This design comes from an exercise in tuning for small area on the open sky130 flow, not from production work. Only simulation tests tie the RTL to the original design; equivalence was not proved. No activity file was given, so power comes from the tool's default toggle rates.

==> flow/flow/run.sh <==
#!/bin/bash
# Standard layout with smaller port buffers and a clock tree without dummy loads.
set -euo pipefail
export BUFFER_PORTS_ARGS="-buffer_cell sky130_fd_sc_hd__buf_1"
export CTS_ARGS="-sink_clustering_enable -repair_clock_nets -dont_use_dummy_load -buf_list {sky130_fd_sc_hd__clkbuf_8} -sink_clustering_size 18 -sink_clustering_max_diameter 60"
bash standard.sh > standard.log 2>&1
==> flow/standard.sh <==
#!/bin/bash
# synth_recipe.tcl (not shown) runs the flow's synth.tcl, then flattens the netlist and writes it again
# the make line also repeats each setting of config.mk as NAME=value (left out here)
make -C /OpenROAD-flow-scripts/flow DESIGN_CONFIG=/design/flow/config.mk WORK_HOME=/design/flow/orfs CLKGATE_MAP_FILE= SYNTH_SCRIPT=/design/flow/synth_recipe.tcl "${@:-finish}"
==> flow/config.mk <==
export PLATFORM = sky130hd
export DESIGN_NAME = uart_core
export DESIGN_NICKNAME = uart_core
export VERILOG_FILES = /design/flow/design.v
export SDC_FILE = /design/flow/constraint.sdc
export NUM_CORES = 4
export LEC_CHECK = 0
export CAP_MARGIN = 20
export CORE_MARGIN = 2
export CORE_UTILIZATION = 65
export SLEW_MARGIN = 20
==> flow/constraint.sdc <==
create_clock -name core_clock -period 20.0 [get_ports {clk}]
set_input_delay 4.0000 -clock core_clock [delete_from_list [all_inputs] [get_ports {clk}]]
set_output_delay 4.0000 -clock core_clock [all_outputs]
set_load 0.01 [all_outputs]
==> flow/design.v <==
module baud_gen (
    input  wire        clk,
    input  wire        rst_n,
    input  wire [15:0] i_divisor,
    output wire        rx_tick,
    output reg         tx_tick
);
    reg  [15:0] count;
    reg  [3:0]  tick_cnt;
    wire        reload = ~|count[15:1];
    assign rx_tick = reload & count[0];
    always @(posedge clk or negedge rst_n) begin
        if (!rst_n) begin
            count    <= 16'd0;
            tick_cnt <= 4'd0;
            tx_tick  <= 1'b0;
        end else begin
            count    <= reload ? i_divisor : count - 16'd1;
            if (rx_tick) tick_cnt <= tick_cnt + 4'd1;
            tx_tick  <= rx_tick & (tick_cnt == 4'd15);
        end
    end
endmodule
module fifo (
    input  wire       clk,
    input  wire       rst_n,
    input  wire       i_wr_en,
    input  wire [7:0] i_wr_data,
    input  wire       i_rd_en,
    input  wire [2:0] i_bit_sel,
    output wire       o_rd_bit,
    output wire [7:0] o_rd_data,
    output wire       o_full,
    output wire       o_almost_full,
    output wire       o_empty
);
    reg  [127:0] mem;
    reg  [4:0]   nq;
    wire [4:0]   head = ~nq;
    assign o_empty       = ~nq[4];
    assign o_full        = (nq == 5'd16);
    assign o_almost_full = nq[4] & (nq[3:0] < 4'd3);
    wire do_wr = i_wr_en & ~o_full;
    wire do_rd = i_rd_en & ~o_empty;
    always @(posedge clk)
        if (do_wr) mem <= {mem[119:0], i_wr_data};
    wire       chg = do_wr ^ do_rd;
    reg  [4:0] tog;
    integer k;
    always @(*) begin
        tog[0] = chg;
        for (k = 1; k < 5; k = k + 1)
            tog[k] = tog[k-1] & (nq[k-1] ~^ do_rd);
    end
    always @(posedge clk or negedge rst_n) begin
        if (!rst_n) nq <= 5'd0;
        else nq <= nq ^ tog;
    end
    assign o_rd_data = mem[head[3:0]*8 +: 8];
    assign o_rd_bit  = mem[{head[3:0], i_bit_sel}];
endmodule
module uart_tx (
    input  wire       clk,
    input  wire       rst_n,
    input  wire       tx_tick,
    input  wire [1:0] i_num_bit_data,
    input  wire       i_parity_en,
    input  wire       i_parity_type,
    input  wire       i_data_bit,
    output wire [2:0] o_bit_sel,
    input  wire       i_tx_start,
    output wire       o_tx_done,
    input  wire       i_cts_n,
    output reg        o_tx_serial
);
    reg  [3:0] st;
    reg        parity;
    assign o_bit_sel = st[2:0];
    wire data_bit = i_data_bit;
    wire last     = st[3] & st[2] & (st[1:0] == i_num_bit_data);
    wire tx_line  = st[3] ? data_bit : (~st[1] | (st[0] & parity));
    assign o_tx_done = tx_tick & ((st == 4'b0011) | (last & ~i_parity_en));
    always @(posedge clk or negedge rst_n) begin
        if (!rst_n) begin
            st          <= 4'b0000;
            o_tx_serial <= 1'b1;
        end else begin
            o_tx_serial <= tx_line;
            if (st == 4'b0000) begin
                if (i_tx_start & ~i_cts_n) st <= 4'b0001;
            end else if (tx_tick) begin
                if (st == 4'b0001)      st <= 4'b0010;
                else if (st == 4'b0010) st <= 4'b1000;
                else if (st == 4'b0011) st <= 4'b0000;
                else if (last)          st <= i_parity_en ? 4'b0011 : 4'b0000;
                else                    st <= st + 4'd1;
            end
        end
    end
    always @(posedge clk) begin
        if (st[3:1] == 3'b000)     parity <= i_parity_type;
        else if (st[3] & tx_tick)  parity <= parity ^ data_bit;
    end
endmodule
module uart_rx (
    input  wire       clk,
    input  wire       rst_n,
    input  wire       rx_tick,
    input  wire [1:0] i_num_bit_data,
    input  wire       i_parity_en,
    input  wire       i_parity_type,
    input  wire       i_rx_serial,
    output reg  [7:0] o_data,
    output wire       o_rx_done,
    output wire       o_parity_err
);
    reg [1:0] sync_reg;
    reg [3:0] st;
    reg [3:0] tick_cnt;
    reg       parity;
    wire      rx   = sync_reg[1];
    wire      mid  = rx_tick & (tick_cnt == 4'd7);
    wire      endb = rx_tick & (tick_cnt == 4'd15);
    wire      last = st[2] & (st[1:0] == i_num_bit_data);
    wire [2:0] top = {1'b1, i_num_bit_data};
    wire      idle = ~st[3] & ~st[1] & ~st[0];
    assign o_rx_done = st[2] & ~st[3];
    assign o_parity_err = i_parity_en & (parity ^ i_parity_type) &
                          ((st == 4'b0010 && tick_cnt[3]) || st == 4'b0011 || o_rx_done);
    always @(posedge clk or negedge rst_n) begin
        if (!rst_n) begin
            sync_reg     <= 2'b11;
            st           <= 4'b0000;
        end else begin
            sync_reg  <= {sync_reg[0], i_rx_serial};
            if (idle) begin
                st <= rx ? 4'b0000 : 4'b0001;
            end else if (endb) begin
                if (st == 4'b0001)      st <= 4'b1000;
                else if (st == 4'b0010) st <= 4'b0011;
                else if (st == 4'b0011) st <= 4'b0100;
                else if (last)          st <= i_parity_en ? 4'b0010 : 4'b0011;
                else                    st <= st + 4'd1;
            end
        end
    end
    wire [8:0] ext = {1'b0, o_data};
    integer i;
    always @(posedge clk) begin
        if (idle) begin
            tick_cnt <= 4'd0;
            parity   <= 1'b0;
        end else if (rx_tick) begin
            tick_cnt <= tick_cnt + 4'd1;
        end
        if ((st[3] || st == 4'b0010) && mid)
            parity <= parity ^ rx;
        if (st[3] && mid) begin
            for (i = 0; i < 8; i = i + 1)
                if (i == top)      o_data[i] <= rx;
                else if (i > top)  o_data[i] <= 1'b0;
                else               o_data[i] <= ext[i + 1];
        end
    end
endmodule
module uart_core (
    input  wire        clk,
    input  wire        rst_n,
    input  wire [15:0] i_divisor,
    input  wire [1:0]  i_num_bit_data,
    input  wire        i_parity_en,
    input  wire        i_parity_type,
    input  wire [7:0]  i_cpu_txd,
    input  wire        i_tx_wr,
    output wire        o_tx_full,
    output wire [7:0]  o_cpu_rxd,
    input  wire        i_rx_rd,
    output wire        o_rx_empty,
    output wire        o_parity_err,
    output wire        o_pedev_txd,
    input  wire        i_pedev_rxd,
    input  wire        i_cts_n,
    output wire        o_rts_n
);
    wire       tx_tick, rx_tick;
    wire       tx_bit;
    wire [2:0] tx_bit_sel;
    wire       tx_fifo_empty;
    wire       tx_done_tick;
    wire [7:0] rx_data_out;
    wire       rx_done_tick;
    baud_gen u_baud_gen (
        .clk(clk), .rst_n(rst_n), .i_divisor(i_divisor),
        .rx_tick(rx_tick), .tx_tick(tx_tick)
    );
    fifo u_tx_fifo (
        .clk(clk), .rst_n(rst_n),
        .i_wr_en(i_tx_wr), .i_wr_data(i_cpu_txd),
        .i_rd_en(tx_done_tick), .o_rd_data(), .i_bit_sel(tx_bit_sel), .o_rd_bit(tx_bit),
        .o_full(o_tx_full), .o_almost_full(), .o_empty(tx_fifo_empty)
    );
    uart_tx u_uart_tx (
        .clk(clk), .rst_n(rst_n), .tx_tick(tx_tick),
        .i_num_bit_data(i_num_bit_data), .i_parity_en(i_parity_en),
        .i_parity_type(i_parity_type),
        .i_data_bit(tx_bit), .o_bit_sel(tx_bit_sel), .i_tx_start(!tx_fifo_empty), .o_tx_done(tx_done_tick),
        .i_cts_n(i_cts_n), .o_tx_serial(o_pedev_txd)
    );
    uart_rx u_uart_rx (
        .clk(clk), .rst_n(rst_n), .rx_tick(rx_tick),
        .i_num_bit_data(i_num_bit_data), .i_parity_en(i_parity_en),
        .i_parity_type(i_parity_type), .i_rx_serial(i_pedev_rxd),
        .o_data(rx_data_out), .o_rx_done(rx_done_tick), .o_parity_err(o_parity_err)
    );
    fifo u_rx_fifo (
        .clk(clk), .rst_n(rst_n),
        .i_wr_en(rx_done_tick), .i_wr_data(rx_data_out),
        .i_rd_en(i_rx_rd), .o_rd_data(o_cpu_rxd), .i_bit_sel(3'd0), .o_rd_bit(),
        .o_full(), .o_almost_full(o_rts_n), .o_empty(o_rx_empty)
    );
endmodule
==> results of run 1 <==
==> cell type report <==
cell class / count / share of cell area
timing repair buffer: 54 / 0.01739
clock buffer: 23 / 0.02353
sequential: 312 / 0.6784
multi-input combinational: 344 / 0.2509
inverter: 18 / 0.005209
tap: 265 / 0.02465
==> worst max-delay path by stage <==
stage,cells after the start,from,to
after floorplan,6,u_rx_fifo.nq[3],u_rx_fifo.nq[4]
final,4,i_parity_type,o_parity_err
after CTS,4,i_parity_type,o_parity_err
after global routing,4,i_parity_type,o_parity_err
after global placement,4,i_parity_type,o_parity_err
after detailed placement,4,i_parity_type,o_parity_err
==> worst max-delay path: stages <==
cell,delay [ns]
buf_1,0.10
xnor2_1,0.13
nor4b_1,0.22
buf_1,0.19
==> power by group through the flow <==
| stage | Combinational (mW) | Clock [mW] | Sequential (mW) |
|---|---|---|---|
| final | 0.0833 | 0.281 | 0.772 |
| after global routing | 0.0917 | 0.314 | 0.777 |
| after CTS | 0.0838 | 0.294 | 0.772 |
| after detailed placement | 0.0832 | 0 | 0.787 |
| after global placement | 0.0793 | 0 | 0.783 |
| after floorplan | 0.0670 | 0 | 0.775 |
==> logic make-up after synthesis <==
logic type | after synthesis
simple gates | 134
fa+ha+maj | 10
xor+xnor | 35
flops | 312
mux | 83
buf+inv | 49
compound gates | 82
==> per-stage QoR <==
step	hold WS, ns	cells	total power [mW]
after detailed placement	0.3479	993	0.8698
after CTS	0.3651	1016	1.150
after global routing	0.3684	1016	1.183
after floorplan	0.3452	705	0.8418
after global placement	0.3472	993	0.8627
final	0.3632	1016	1.137
==> layer usage <==
layer | routed length (um) | GRT usage
met1 | 9044 | 0.2943
met2 | 9422 | 0.3065
met3 | 901 | 0.03166
met4 | 353 | 0.04696
met5 | 0 | 0
==> synthesized netlist by cell type (2+ instances only) <==
cell type / number / area share
edfxtp_1: 266 / 0.63
mux4_2: 71 / 0.13
nor2_1: 42 / 0.012
nand2_1: 40 / 0.012
dfrtp_1: 39 / 0.077
a21oi_1: 29 / 0.011
xnor2_1: 26 / 0.018
clkbuf_1: 17 / 0.0050
inv_1: 17 / 0.0050
o21ai_0: 14 / 0.0055
nor3_1: 13 / 0.0051
a22oi_1: 10 / 0.0059
ha_1: 10 / 0.0098
xor2_1: 9 / 0.0062
mux2i_1: 8 / 0.0063
nand3_1: 8 / 0.0032
buf_2: 6 / 0.0024
buf_4: 5 / 0.0030
nand4_1: 5 / 0.0025
o211ai_1: 5 / 0.0030
and2_1: 4 / 0.0020
dfxtp_1: 4 / 0.0063
mux2_2: 4 / 0.0035
nor2b_1: 4 / 0.0020
a211oi_1: 3 / 0.0018
a31oi_1: 3 / 0.0015
dfstp_2: 3 / 0.0062
nand2b_1: 3 / 0.0015
nor4_1: 3 / 0.0015
a21o_1: 2 / 0.0012
buf_6: 2 / 0.0018
nand4_4: 2 / 0.0033
o2111ai_1: 2 / 0.0014
o32ai_1: 2 / 0.0014
==> layout by cell type, fill, tap and decap left out, types with 8 or more instances in the layout <==
cell and instances:
mux4_2 71, o21ai_0 14, ha_1 10, clkbuf_8 23, buf_1 45, nor3_1 13, a21oi_1 29, xor2_1 9
nand3_1 8, edfxtp_1 266, nand2_1 40, buf_4 8, a22oi_1 10, dfrtp_1 37, inv_1 16, nor2_1 42
mux2i_1 8, xnor2_1 26
==> results.cfg, run 1 <==
[global_routing]
grt_pass1_wl_mm = 31.46
grt_max_degree = 80
grt_pass1_vias = 6120
grt_antenna_before_repair = 0
grt_usage = 0.1949
globalRouteOverflowTotal = 0

[logic_synthesis]
synth.avg_cell_area_um2 = 18.02
muxShareOfSynthArea = 0.1357
synthCells = 705
synthAdderAreaFrac = 0.009848
yosys.area_share.simple = 0.05367
ys_types = 58
synth_nets = 749
yosysSeqAreaShare = 0.7180
ys_ff_latch = 312
ys.flop_type = edfxtp_1
ys_warn_count = 4
synth-compound-area-share = 0.04087
synth_xor_area_frac = 0.02413
synth_area_um2 = 12700
synth_top_family_by_area = multiplexers
synthArstFlopShare = 0.1346
synth_edf_count = 266

[setup_path]
path_max_fanout = 2
endpoint_kind = output pin
regToRegStartpoint = u_rx_fifo.nq[0]
arrival_ns = 4.64
timing.rr.end = u_rx_fifo.mem[97]
reg2reg_slack_ns = 16.48
startpoint_type = input port
required_ns = 16.00
rr_worst_depth = 5
critPathKind = in2out

[cts]
cts.htree.levels = 1
cts_tree = built
cts_buffer_depth = 3
clock_latency_ns = 0.54
cts_setup_buffers = 0
cts_sinks = 312
holdBufCountCts = 0
cts_resized = 0
cts_made_buffers = 23
cts_root_buf = clkbuf_8
path_clk_slew_ns = 0.10

[pwr]
p_leak_nw = 4.521
p_switching_uw = 253.3
seq_power_share = 0.679
p_int_uw = 883.4
cellPowerDensity_nw_per_um2 = 84.50
combPwrFrac = 0.073
vdd_drop_max_v = 0.00005411
clock_power_share = 0.247
switching_share = 0.2228

[die]
die_area_um2 = 20680
initial_utilization = 0.6571
ioPinCount = 47
rows = 51
fp.coreArea_um2 = 19330
die_w_um = 143.8
die_h_um = 143.8

[timing]
final.setup.tns_ns = 0
clock_skew_ns = 0.04161
rsz0062_at_grt = no
final_hold_viol_count = 0
maxSlewHeadroom = 0.3747
period_needed_ns = 8.641
maxSlewViolCount = 0
timing.final.crit_share = 0.4321
worst_slew_pin_slew_ns = 0.9380
setup_viol = 0
max_freq_ghz = 0.1157
setup_ws_ns = 11.36

[detailed_routing]
antenna_left = 0
drt-initial-drc-count = 464
vias_per_cell = 6.109
wirelength_mm = 19.72
first_pass_iters = 4
vias = 6207
route.detailed.drc = 0
wl_per_cell_um = 19.41

[layout]
nets = 797
antenna_cells = 0
drive_gt1_frac = 0.1611
register_area_um2 = 9125
largest_registers = u_rx_fifo.mem (128), u_tx_fifo.mem (128), u_baud_gen.count (16)
fin_util = 0.6957
fin_area_um2 = 13450
area_growth_pct = 5.880
nFillCells = 1274
multi_input_area_um2 = 3374

[placed_design]
dpl_cell_area_um2 = 13140
dpl.hpwl_mm = 12.55
gp_congestion = 0.9059
io_buffers = 46
pre_cts_ws_ns = 11.36

[run]
max_cap_viol_count = 0

[hold_path]
hold_start = u_uart_rx.sync_reg[0]
holdCritPathClass = reg2reg
worstHoldPathCells = 0
whs_endpoint = u_uart_rx.sync_reg[1]

[outcome]
status = no timing/DRC/antenna violations
==> inputs of run 2 (changes only) <==
==> flow/flow/run.sh (replaced) <==
#!/bin/bash
# Standard layout with smaller port buffers and a clock tree without dummy loads.
set -euo pipefail
export BUFFER_PORTS_ARGS="-buffer_cell sky130_fd_sc_hd__buf_1"
export CTS_ARGS="-sink_clustering_enable -repair_clock_nets -dont_use_dummy_load -buf_list {sky130_fd_sc_hd__clkbuf_8} -sink_clustering_size 20 -sink_clustering_max_diameter 70"
bash standard.sh > standard.log 2>&1
==> run 2 against run 1 <==
  * Clock skew shrank 0.017 ns
  * Cell area shrank 0.41%
  * Via count shrank 0.64%
  * Utilization shrank 0.28 points
  * Power shrank 1.8%
  * Final cell count shrank 0.39%
  * Register-to-register slack lost 0.02 ns
  * Flip-flop and latch count is the same
  * Clock power shrank 7.1%
==> results.cfg, run 2 <==
[die]
fp.coreArea_um2 = 19330
die_w_um = 143.8
rows = 51
initial_utilization = 0.6571
die_h_um = 143.8
die_area_um2 = 20680
ioPinCount = 47

[timing]
maxSlewViolCount = 0
timing.final.crit_share = 0.4321
period_needed_ns = 8.641
rsz0062_at_grt = no
maxSlewHeadroom = 0.3744
max_freq_ghz = 0.1157
clock_skew_ns = 0.02449
worst_slew_pin_slew_ns = 0.9384
final_hold_viol_count = 0
final.setup.tns_ns = 0
setup_viol = 0

[cts]
clock_latency_ns = 0.53
cts_sinks = 312
cts_setup_buffers = 0
holdBufCountCts = 0
cts_root_buf = clkbuf_8
path_clk_slew_ns = 0.11
cts_resized = 0
cts.htree.levels = 1
cts_made_buffers = 19
cts_tree = built
cts_buffer_depth = 3

[setup_path]
startpoint_type = input port
endpoint_kind = output pin
arrival_ns = 4.64
path_max_fanout = 2
required_ns = 16.00
critPathKind = in2out

[logic_synthesis]
yosys.cell_count.top_type = edfxtp_1
synthArstFlopShare = 0.1346
yosysTopAreaCellShare = 0.6287
ys_ff_latch = 312
yosysSeqAreaShare = 0.7180
synth_area_um2 = 12700
ys_warn_count = 4
ys_types = 58
synth_nets = 749
synth_commonest_cells = 266 x edfxtp_1, 71 x mux4_2, 42 x nor2_1, 40 x nand2_1, 39 x dfrtp_1
synth_area_leaders = edfxtp_1 63%, mux4_2 13%, dfrtp_1 7.7%, xnor2_1 1.8%, nor2_1 1.2%
synthCells = 705
synth.avg_cell_area_um2 = 18.02
ys.flop_type = edfxtp_1
synth_edf_count = 266
yosys.area.top_type = edfxtp_1

[detailed_routing]
first_pass_iters = 4
wirelength_mm = 19.72
vias = 6167
vias_per_cell = 6.094
antenna_left = 0
wl_per_cell_um = 19.49
drt-initial-drc-count = 428
route.detailed.drc = 0

[layout]
final_cell_mix = 266 x edfxtp_1, 71 x mux4_2, 45 x buf_1
layout_commonest_cell = edfxtp_1
nFillCells = 1275
antenna_cells = 0
fin_area_um2 = 13400
area_growth_pct = 5.446
drive_gt1_frac = 0.1566
nets = 793
largest_registers = u_rx_fifo.mem (128), u_tx_fifo.mem (128), u_baud_gen.count (16)

[placed_design]
io_buffers = 46
gp_congestion = 0.9059
dpl_cell_area_um2 = 13140
dpl.hpwl_mm = 12.55

[pwr]
vdd_drop_max_v = 0.00007307
p_leak_nw = 4.492
cellPowerDensity_nw_per_um2 = 83.34

[global_routing]
grt_pass1_vias = 6082
grt_antenna_before_repair = 0
globalRouteOverflowTotal = 0
grt_max_degree = 80
grt_pass1_wl_mm = 31.28
grt_usage = 0.1933

[run]
max_cap_viol_count = 0

[hold_path]
holdCritPathClass = reg2reg

[outcome]
status = no timing/DRC/antenna violations
-- run 2: power breakdown --
part	internal, mW	total, mW	switching [mW]	leakage [nW]
sequential	0.742	0.772	0.0304	3.02
clock	0.0865	0.261	0.175	0.137
combinational	0.0385	0.0831	0.0446	1.34
total	0.867	1.12	0.250	4.49
-- run 2: metrics by stage --
step	util	setup slack, ns	hold WS (ns)	cells	power [mW]
floorplan	-	7.480	0.3452	705	0.8418
global placement	0.6794	11.37	0.3472	993	0.8627
detailed placement	0.6794	11.36	0.3479	993	0.8698
CTS	0.6929	11.35	0.3669	1012	1.128
global route	0.6929	11.31	0.3697	1012	1.158
finish	0.6929	11.36	0.3650	1012	1.116
-- run 2: worst paths after layout --
check                      slack [ns]  cells after the start                   from               endpoint
setup / recovery                11.36                      4          i_parity_type           o_parity_err
hold / removal                   0.37                      0  u_uart_rx.sync_reg[0]  u_uart_rx.sync_reg[1]
setup reg to reg                16.46                      5        u_rx_fifo.nq[0]      u_rx_fifo.mem[32]
max in group asynchronous       15.99                      2                  rst_n        u_rx_fifo.nq[0]
hold reg to reg                  0.37                      0  u_uart_rx.sync_reg[0]  u_uart_rx.sync_reg[1]
min in group asynchronous        3.56                      2                  rst_n   u_baud_gen.count[12]
-- run 2: cells by family (layout without fill, tap and decap cells) --
kind of cell	count (synthesis)	count (layout)	synth area share
muxes	83	83	0.1357
DFF	312	312	0.7180
buffers and inverters	49	91	0.01773
AOI/OAI and AO/OA	82	82	0.04087
xor gates and xnor gates	35	35	0.02413
and+or+nand+nor	134	134	0.05367
adders and majority gates	10	10	0.009848
-- run 2: layout make-up --
| cell class | count | area (um^2) | share of cell area |
|---|---|---|---|
| sequential | 312 | 9125 | 0.6811 |
| inverter | 18 | 70.07 | 0.005230 |
| clock buffer | 19 | 261.5 | 0.01952 |
| timing repair buffer | 54 | 234.0 | 0.01747 |
| tap | 265 | 331.6 | 0.02475 |
| multi-input combinational | 344 | 3374 | 0.2519 |
-- run 2: critical path: stages --
cell and delay (ns):
buf_1 0.10, xnor2_1 0.13, nor4b_1 0.22, buf_1 0.19
-- run 2: metal layers --
layer  vias up  GRT usage  part of all wire
li1       2850          -                 -
met1      3164     0.2933              0.46
met2       126     0.3070              0.48
met3        27    0.02799             0.038
met4         0    0.04231             0.018
met5         -          0                 0
==> inputs of run 3 (changes only) <==
==> flow/flow/run.sh (replaced) <==
#!/bin/bash
# Standard layout with smaller port buffers, a clock tree without dummy
# loads, and logic cells downsized to the smallest drive after floorplan.
set -euo pipefail
export BUFFER_PORTS_ARGS="-buffer_cell sky130_fd_sc_hd__buf_1"
export CTS_ARGS="-sink_clustering_enable -repair_clock_nets -dont_use_dummy_load -buf_list {sky130_fd_sc_hd__clkbuf_8} -sink_clustering_size 18 -sink_clustering_max_diameter 60"
export ORFS_RESULTS="$PWD/orfs/results/$FLOW_PLATFORM/uart_core/base"
bash standard.sh floorplan > standard_floorplan.log 2>&1
openroad -no_init -exit flow/downsize.tcl > downsize.log 2>&1
bash standard.sh > standard.log 2>&1
==> flow/flow/downsize.tcl (new file) <==
# Replace logic cells that synthesis gave a larger drive strength than
# needed by the smallest variant of the same function; placement's
# repair_design later buffers any net that then needs it.
set results $::env(ORFS_RESULTS)
read_db $results/2_floorplan.odb
read_liberty $::env(FLOW_HOME)/platforms/sky130hd/lib/sky130_fd_sc_hd__tt_025C_1v80.lib
set n 0
set saved 0
foreach inst [get_cells *] {
  set ref [get_property $inst ref_name]
  if {![regexp {^(sky130_fd_sc_hd__\w+)_(\d+)$} $ref -> base drv]} continue
  if {$drv <= 1} continue
  if {[regexp {clkbuf|clkinv|tap|decap|fill|conb} $base]} continue
  set a0 [get_property [get_lib_cells */$ref] area]
  foreach d {0 1} {
    set cand [get_lib_cells -quiet */${base}_$d]
    if {[llength $cand] == 0} continue
    set a1 [get_property $cand area]
    if {$a1 < $a0} {
      puts "[get_full_name $inst] $ref -> ${base}_$d"
      replace_cell $inst $cand
      incr n
      set saved [expr {$saved + $a0 - $a1}]
      break
    }
  }
}
puts "downsized $n cells, [format %.1f $saved] um2"
write_db $results/2_floorplan.odb
==> run 3 against run 2 <==
  * Non-clock buffer count increased by 2
  * Area after synthesis unchanged
  * Sequential share of layout area decreased by 0.19 points
  * Register-to-register slack improved by 0.29 ns
  * Still clean on timing, DRC and antenna
  * Utilization increased by 0.19 points
  * Clock skew increased by 0.047 ns
  * Synthesized cell count unchanged
  * Final cell count increased by 0.79%
  * Sequential power about the same
  * Largest cell class unchanged
  * Flip-flop and latch count unchanged
==> results.cfg, run 3 <==
[layout]
area_growth_pct = 5.741
antenna_cells = 0
fin_util = 0.6948
nets = 801
final_cell_mix = 266 x edfxtp_1, 71 x mux4_2, 45 x buf_1
largest_registers = u_rx_fifo.mem (128), u_tx_fifo.mem (128), u_baud_gen.count (16)
drive_gt1_frac = 0.1576
fin_area_um2 = 13430
layout_commonest_cell = edfxtp_1

[cts]
cts_root_buf = clkbuf_8
cts_tree = built
cts_sinks = 312
cts_made_buffers = 25
holdBufCountCts = 0
cts_setup_buffers = 0
cts_buffer_depth = 3
cts.htree.levels = 1
path_clk_slew_ns = 0.10
cts_resized = 0
clock_latency_ns = 0.56

[logic_synthesis]
yosys.cell_count.top_type = edfxtp_1
yosys.area.top_type = edfxtp_1
ys_warn_count = 4
ys.flop_type = edfxtp_1
muxShareOfSynthArea = 0.1357
ys_ff_latch = 312
synth_commonest_cells = 266 x edfxtp_1, 71 x mux4_2, 42 x nor2_1, 40 x nand2_1, 39 x dfrtp_1
ys_types = 58
synthArstFlopShare = 0.1346
yosysSeqAreaShare = 0.7180
synth_edf_count = 266
synthCells = 705
synth_top_family_by_area = multiplexers
yosysTopAreaCellShare = 0.6287
synth_nets = 749
synth.avg_cell_area_um2 = 18.02
yosys.area_share.simple = 0.05367
synth-compound-area-share = 0.04087
synth_area_um2 = 12700
synth_xor_area_frac = 0.02413
synthAdderAreaFrac = 0.009848
synth_area_leaders = edfxtp_1 63%, mux4_2 13%, dfrtp_1 7.7%, xnor2_1 1.8%, nor2_1 1.2%

[setup_path]
rr_worst_depth = 6
reg2reg_slack_ns = 16.75
path_max_fanout = 2
crit_end = o_parity_err
arrival_ns = 4.63
crit_family = buffers and inverters
endpoint_kind = output pin
crit_buf_inv = 2
critPathMaxStageDelay_ns = 0.22
slowest_stage = nor4b_1
startpoint = i_parity_type
cp_common_cell = buf_1
path_cells = buf_1 > xnor2_1 > nor4b_1 > buf_1
timing.rr.end = u_uart_rx.st[2]
critPathKind = in2out
startpoint_type = input port
required_ns = 16.00
cp_num_cells = 4
regToRegStartpoint = u_baud_gen.count[5]

[die]
die_w_um = 143.8
die_h_um = 143.8
ioPinCount = 47
die_area_um2 = 20680
fp.coreArea_um2 = 19330
rows = 51
initial_utilization = 0.6571

[timing]
maxSlewHeadroom = 0.3566
max_freq_ghz = 0.1159
clock_skew_ns = 0.07128
period_needed_ns = 8.626
maxSlewViolCount = 0
final_hold_viol_count = 0
final.setup.tns_ns = 0
timing.final.crit_share = 0.4313
setup_viol = 0
worst_slew_pin_slew_ns = 0.9651
rsz0062_at_grt = no

[placed_design]
dpl.hpwl_mm = 12.62
gp_congestion = 0.8802
dpl_cell_area_um2 = 13080
io_buffers = 46

[detailed_routing]
vias = 6245
vias_per_cell = 6.123
wl_per_cell_um = 19.54
route.detailed.drc = 0
wirelength_mm = 19.93
drt-initial-drc-count = 462
antenna_left = 0
first_pass_iters = 5

[global_routing]
grt_pass1_vias = 6321
globalRouteOverflowTotal = 0
grt_antenna_before_repair = 0
grt_pass1_wl_mm = 32.44
grt_max_degree = 82
grt_usage = 0.1991

[pwr]
cellPowerDensity_nw_per_um2 = 85.22
switching_share = 0.2212
clock_power_share = 0.258
p_switching_uw = 253.2
p_int_uw = 891.5
combPwrFrac = 0.068
p_leak_nw = 4.493
vdd_drop_max_v = 0.00006546
seq_power_share = 0.674

[outcome]
status = no timing/DRC/antenna violations

[run]
max_cap_viol_count = 0

[hold_path]
holdCritPathClass = reg2reg
[run 3: changes by cell type in the layout (fill, tap and decap cells not counted), sizes merged]
cell    previous run  this run
clkbuf            20        26
buf               53        55
[run 3: logic make-up after synthesis]
logic type | after synthesis
xor gates and xnor gates | 35
buffers and inverters | 49
AOI/OAI and AO/OA | 82
DFF | 312
and+or+nand+nor | 134
muxes | 83
adders and majority gates | 10
[run 3: worst min path at each step]
stage,depth (start not counted),end,slack (ns),startpoint
after global routing,0,u_uart_rx.sync_reg[1],0.34,u_uart_rx.sync_reg[0]
after floorplan,0,u_uart_rx.sync_reg[1],0.35,u_uart_rx.sync_reg[0]
after detailed placement,0,u_uart_rx.sync_reg[1],0.36,u_uart_rx.sync_reg[0]
after global placement,0,u_uart_rx.sync_reg[1],0.36,u_uart_rx.sync_reg[0]
after CTS,0,u_uart_rx.sync_reg[1],0.34,u_uart_rx.sync_reg[0]
final,0,u_uart_rx.sync_reg[1],0.34,u_uart_rx.sync_reg[0]
[run 3: per-layer routing]
| metal | GRT usage | wire, um | vias up |
|---|---|---|---|
| met2 | 0.3313 | 9933 | 152 |
| met5 | 0 | 0 | - |
| li1 | - | - | 2858 |
| met4 | 0.05108 | 362 | 0 |
| met1 | 0.2854 | 8886 | 3205 |
| met3 | 0.02666 | 746 | 30 |
[run 3: power by group through the flow]
stage | Combinational [mW] | Sequential, mW | Clock (mW)
floorplan | 0.0670 | 0.775 | 0
global placement | 0.0751 | 0.783 | 0
detailed placement | 0.0780 | 0.786 | 0
CTS | 0.0783 | 0.771 | 0.306
global route | 0.0868 | 0.777 | 0.327
finish | 0.0775 | 0.772 | 0.296
[run 3: worst reg2reg max path, cell delays in order, from the launching register on]
cell and delay [ns]:
dfrtp_1 0.43, or4_1 0.60, nor3_1 0.39, nand4_1 0.17
nor2_1 0.63, nand4_1 0.44, a311o_1 0.46
[run 3: through the flow]
stage          setup slack (ns)  hold WS [ns]  cells  total power, mW
6_report                  11.37        0.3401   1020            1.145
5_1_grt                   11.33        0.3398   1020            1.191
4_1_cts                   11.36        0.3443   1019            1.156
3_5_place_dp              11.36        0.3555    994           0.8637
3_3_place_gp              11.36        0.3568    994           0.8582
2_1_floorplan             7.480        0.3452    705           0.8418
[run 3: area by class of cell]
cell class,count,area [um^2]
clock buffer,25,344.1
multi-input combinational,344,3307
tap,265,331.6
inverter,18,70.07
timing repair buffer,56,256.5
sequential,312,9125
fill,1307,5901

## separate check: timing with driven ports
Ports are ideal in the flow. The routed layouts listed here were re-timed in OpenROAD. Step 1 assumes that a clkbuf_16 drives the clock port and a buf_2 every other input. Step 2 times the ports against the registers' clock, not the clock port: input delays grow and output delays shrink by t, the midpoint of the rising clock arrivals with the driver on. Three values: no drivers, after step 1, after step 2; two values: the first two.
run | t (ns) | slack for setup (ns) | slew at the worst register clock pin (ns) | cell pins on the clock port's net
run 1 | 0.565 | 11.359 / 11.337 / 11.337 | 0.10 / 0.10 | 1
run 2 | 0.557 | 11.359 / 11.337 / 11.337 | 0.12 / 0.12 | 1
run 3 | 0.567 | 11.374 / 11.353 / 11.353 | 0.11 / 0.11 | 1
After both steps every run listed still meets setup and hold.
